This is an optimization exercise on Yosys and OpenROAD, whose aim is small area and a short achievable clock period, not a production implementation.
In this exercise RTL edits were held to simulation tests only and were not proved equivalent to the original.

## JK
==> flow/design.v (excerpt) <==
module fmac_top (
    input          i_clk,
    input          i_reset_n,
    input          i_sel,
    input  [7:0]   i_Act_E,
    input  [63:0]  i_Act_M,
    input  [7:0]   i_Weight_E,
    input  [63:0]  i_Weight_M,
    input  [7:0]   i_ACC_E,
    input  [23:0]  i_ACC_M,
    output [7:0]   o_Weight_E,
    output [63:0]  o_Weight_M,
    output [7:0]   o_Act_E,
    output [127:0] o_Act_M,
    output [7:0]   o_ACC_E,
    output [23:0]  o_ACC_M
);
For scale: about 160 flip-flops, about 420 I/O pins.
export LEC_CHECK = 0
export ABC_AREA = 1
export CAP_MARGIN = 20
export CORE_MARGIN = 2
export CORE_UTILIZATION = 40
export CTS_BUF_LIST = sky130_fd_sc_hd__clkbuf_8
export PLACE_DENSITY = 0.75
export SLEW_MARGIN = 20
create_clock -name core_clock -period 18.0 [get_ports {i_clk}]
standard.sh (not shown) runs the stock make flow with config.mk's settings and CLKGATE_MAP_FILE= SYNTH_SCRIPT=/design/flow/synth_recipe.tcl, a recipe that flattens the netlist after the stock synthesis.
==> flow/flow/run.sh <==
#!/bin/bash
# Own layout flow: the standard ORFS flow (standard.sh) with these changes:
#  - synthesis leaves adders to ABC (no full/half-adder cell extraction),
#  - port buffers use the smallest buffer cell,
#  - timing repair aims at a setup slack margin of 8.7 ns.
# Each tool's full output stays in orfs/logs/; make's output in run_flow.log.
set -euo pipefail
bash standard.sh ADDER_MAP_FILE= \
  "BUFFER_PORTS_ARGS=-buffer_cell sky130_fd_sc_hd__buf_1" \
  "CTS_ARGS=-sink_clustering_enable -repair_clock_nets -buf_list sky130_fd_sc_hd__clkbuf_8 -dont_use_dummy_load" \
  SETUP_MOVE_SEQUENCE=sizeup,swap SETUP_SLACK_MARGIN=8.7 finish > run_flow.log 2>&1
Setup changes, JK to MS
# JK
export LEC_CHECK = 0
export ABC_AREA = 1
export CAP_MARGIN = 20
export CORE_MARGIN = 2
export CORE_UTILIZATION = 40
export CTS_BUF_LIST = sky130_fd_sc_hd__clkbuf_8
export PLACE_DENSITY = 0.75
export SLEW_MARGIN = 20
create_clock -name core_clock -period 18.0 [get_ports {i_clk}]
# MS
export LEC_CHECK = 0
export ABC_AREA = 1
export CAP_MARGIN = 20
export CORE_MARGIN = 2
export CORE_UTILIZATION = 40
export SLEW_MARGIN = 20
create_clock -name core_clock -period 18.0 [get_ports {i_clk}]
==> flow/flow/run.sh <==
#!/bin/bash
# Own layout flow: the standard ORFS flow, with two changes:
#  - synthesis leaves adders to ABC (no full/half-adder cell extraction),
#  - port buffers use the smallest buffer cell.
set -euo pipefail
bash standard.sh ADDER_MAP_FILE= \
  "BUFFER_PORTS_ARGS=-buffer_cell sky130_fd_sc_hd__buf_1" \
  SETUP_SLACK_MARGIN=9.4 finish > run_flow.log 2>&1
Results
Post-synthesis compound-gate area fraction came out exactly the same in MS and JK.
Against JK, met1 wire length in MS rose by more than 10%.
Of MS and JK, the run reporting the lower post-route core utilization was JK.
MS: post-synthesis to final-layout area growth is 24 points higher than what JK reported.
| post-route fraction of the period consumed by the critical path | higher: JK |
Relative to JK, the final cell area reported for MS is higher.
Delta (MS minus JK): via count now sits higher, routed length per placed instance now sits higher.
## Diff of input files: AL against MS
# MS
export LEC_CHECK = 0
export ABC_AREA = 1
export CAP_MARGIN = 20
export CORE_MARGIN = 2
export CORE_UTILIZATION = 40
export SLEW_MARGIN = 20
create_clock -name core_clock -period 18.0 [get_ports {i_clk}]
# AL
export LEC_CHECK = 0
export ABC_AREA = 1
export CAP_MARGIN = 20
export CORE_MARGIN = 2
export CORE_UTILIZATION = 40
export CTS_BUF_LIST = sky130_fd_sc_hd__clkbuf_8
export PLACE_DENSITY = 0.75
export SLEW_MARGIN = 20
create_clock -name core_clock -period 18.0 [get_ports {i_clk}]
==> flow/flow/run.sh <==
#!/bin/bash
# Own layout flow: the standard ORFS flow (standard.sh) with these changes:
#  - synthesis leaves adders to ABC (no full/half-adder cell extraction),
#  - port buffers use the smallest buffer cell,
#  - timing repair aims at a setup slack margin of 8.7 ns.
# Each tool's full output stays in orfs/logs/; make's output in run_flow.log.
set -euo pipefail
bash standard.sh ADDER_MAP_FILE= \
  "BUFFER_PORTS_ARGS=-buffer_cell sky130_fd_sc_hd__buf_1" \
  "CTS_ARGS=-sink_clustering_enable -repair_clock_nets -buf_list sky130_fd_sc_hd__clkbuf_8 -dont_use_dummy_load" \
  SETUP_SLACK_MARGIN=8.7 finish > run_flow.log 2>&1
==> comparison <==
For the first-iteration DRC count, AL came in 109 higher than MS did.
MS -> AL: hold buffer count at CTS delta 0, exact match
AL leaves less setup margin than MS.
For number of filler instances in the final layout, dividing the value from MS by the value from AL gives 0.887.
[inputs] TR vs AL
# AL
export LEC_CHECK = 0
export ABC_AREA = 1
export CAP_MARGIN = 20
export CORE_MARGIN = 2
export CORE_UTILIZATION = 40
export CTS_BUF_LIST = sky130_fd_sc_hd__clkbuf_8
export PLACE_DENSITY = 0.75
export SLEW_MARGIN = 20
create_clock -name core_clock -period 18.0 [get_ports {i_clk}]
# TR
export LEC_CHECK = 0
export ABC_AREA = 1
export CAP_MARGIN = 20
export CORE_MARGIN = 2
export CORE_UTILIZATION = 60
export CTS_BUF_LIST = sky130_fd_sc_hd__clkbuf_8
export SLEW_MARGIN = 20
create_clock -name core_clock -period 18.0 [get_ports {i_clk}]
==> flow/flow/run.sh <==
#!/bin/bash
# Own layout flow: the standard ORFS flow, with two changes:
#  - synthesis leaves adders to ABC (no full/half-adder cell extraction),
#  - port buffers use the smallest buffer cell.
set -euo pipefail
bash standard.sh ADDER_MAP_FILE= \
  "BUFFER_PORTS_ARGS=-buffer_cell sky130_fd_sc_hd__buf_1" \
  finish > run_flow.log 2>&1
[summary]
- Critical path depth: TR lower than AL
- Row core outline area: TR lower / AL higher
- Comparing TR and AL, the higher overall routing resource usage was measured on TR.
- [TR] worst-case setup margin in the final layout fell 0.95 ns relative to AL
- Of TR and AL, the run reporting the higher non-clock buffer count was AL.
Input-level comparison between PW and TR:
# TR
export LEC_CHECK = 0
export ABC_AREA = 1
export CAP_MARGIN = 20
export CORE_MARGIN = 2
export CORE_UTILIZATION = 60
export CTS_BUF_LIST = sky130_fd_sc_hd__clkbuf_8
export SLEW_MARGIN = 20
create_clock -name core_clock -period 18.0 [get_ports {i_clk}]
# PW
export LEC_CHECK = 0
export ABC_AREA = 1
export CAP_MARGIN = 20
export CORE_MARGIN = 2
export CORE_UTILIZATION = 40
export CTS_BUF_LIST = sky130_fd_sc_hd__clkbuf_8
export PLACE_DENSITY = 0.75
export SLEW_MARGIN = 20
create_clock -name core_clock -period 18.0 [get_ports {i_clk}]
==> flow/flow/run.sh <==
#!/bin/bash
# Own layout flow: the standard ORFS flow (standard.sh) with these changes:
#  - synthesis leaves adders to ABC (no full/half-adder cell extraction),
#  - port buffers use the smallest buffer cell,
#  - timing repair aims at a setup slack margin of 8.7 ns.
# Each tool's full output stays in orfs/logs/; make's output in run_flow.log.
set -euo pipefail
bash standard.sh ADDER_MAP_FILE= \
  "BUFFER_PORTS_ARGS=-buffer_cell sky130_fd_sc_hd__buf_1" \
  "CTS_ARGS=-sink_clustering_enable -repair_clock_nets -buf_list sky130_fd_sc_hd__clkbuf_8 -dont_use_dummy_load" \
  SETUP_SLACK_MARGIN=8.7 finish > run_flow.log 2>&1
[summary]
The worst max-slew margin expressed relative to the limit of PW exceeds that of TR by 7.7 points.
Compared with TR, PW shows a higher post-route standard cell area excluding fillers.
The violation count after the first detailed-route iteration in PW was lower than what TR gave.
PW — final cell utilization of the core 21 points lower, TR as reference
The hold slack in PW sits 0.13 ns above the value recorded for TR.
Comparing PW and TR, the lower total die area was measured on TR.
Looking at launch point of the worst path, the i_Weight_M[60] result is from PW; the i_Act_M[40] one comes from TR.
Comparing PW and TR, the lower layout-stage area growth over the synthesis result is on TR.

==> what the ideal ports hide <==
In the flow no input, the clock included, has a driving cell. The finished layouts below were timed again as built, in two steps.
Step 1 sets driving cells, clkbuf_16 on the clock port and buf_2 on the other inputs (assumed; they add their load-dependent delay and slew).
Step 2 times the ports against the registers' clock, not the clock port: input delays grow and output delays shrink by t, the midpoint of the rising clock arrivals with the driver on.
a / b / c = ideal ports / drivers / drivers and shift; a / b = the first two.
| run | t (ns) | setup WS [ns] | worst setup path at the end |
|---|---|---|---|
| JK | 0.544 | 9.118 / 9.125 / 8.581 | input to register |
| MS | 0.522 | 9.473 / 9.488 / 8.965 | input to register |
| AL | 0.544 | 9.351 / 9.363 / 8.820 | input to register |
| TR | 0.520 | 8.400 / 8.407 / 7.888 | input to register |
| PW | 0.544 | 9.351 / 9.363 / 8.820 | input to register |
After both steps every run listed still meets setup and hold. The setup slack of JK, which loses most, moves by +0.007 ns with the drivers and by -0.537 ns with both steps.
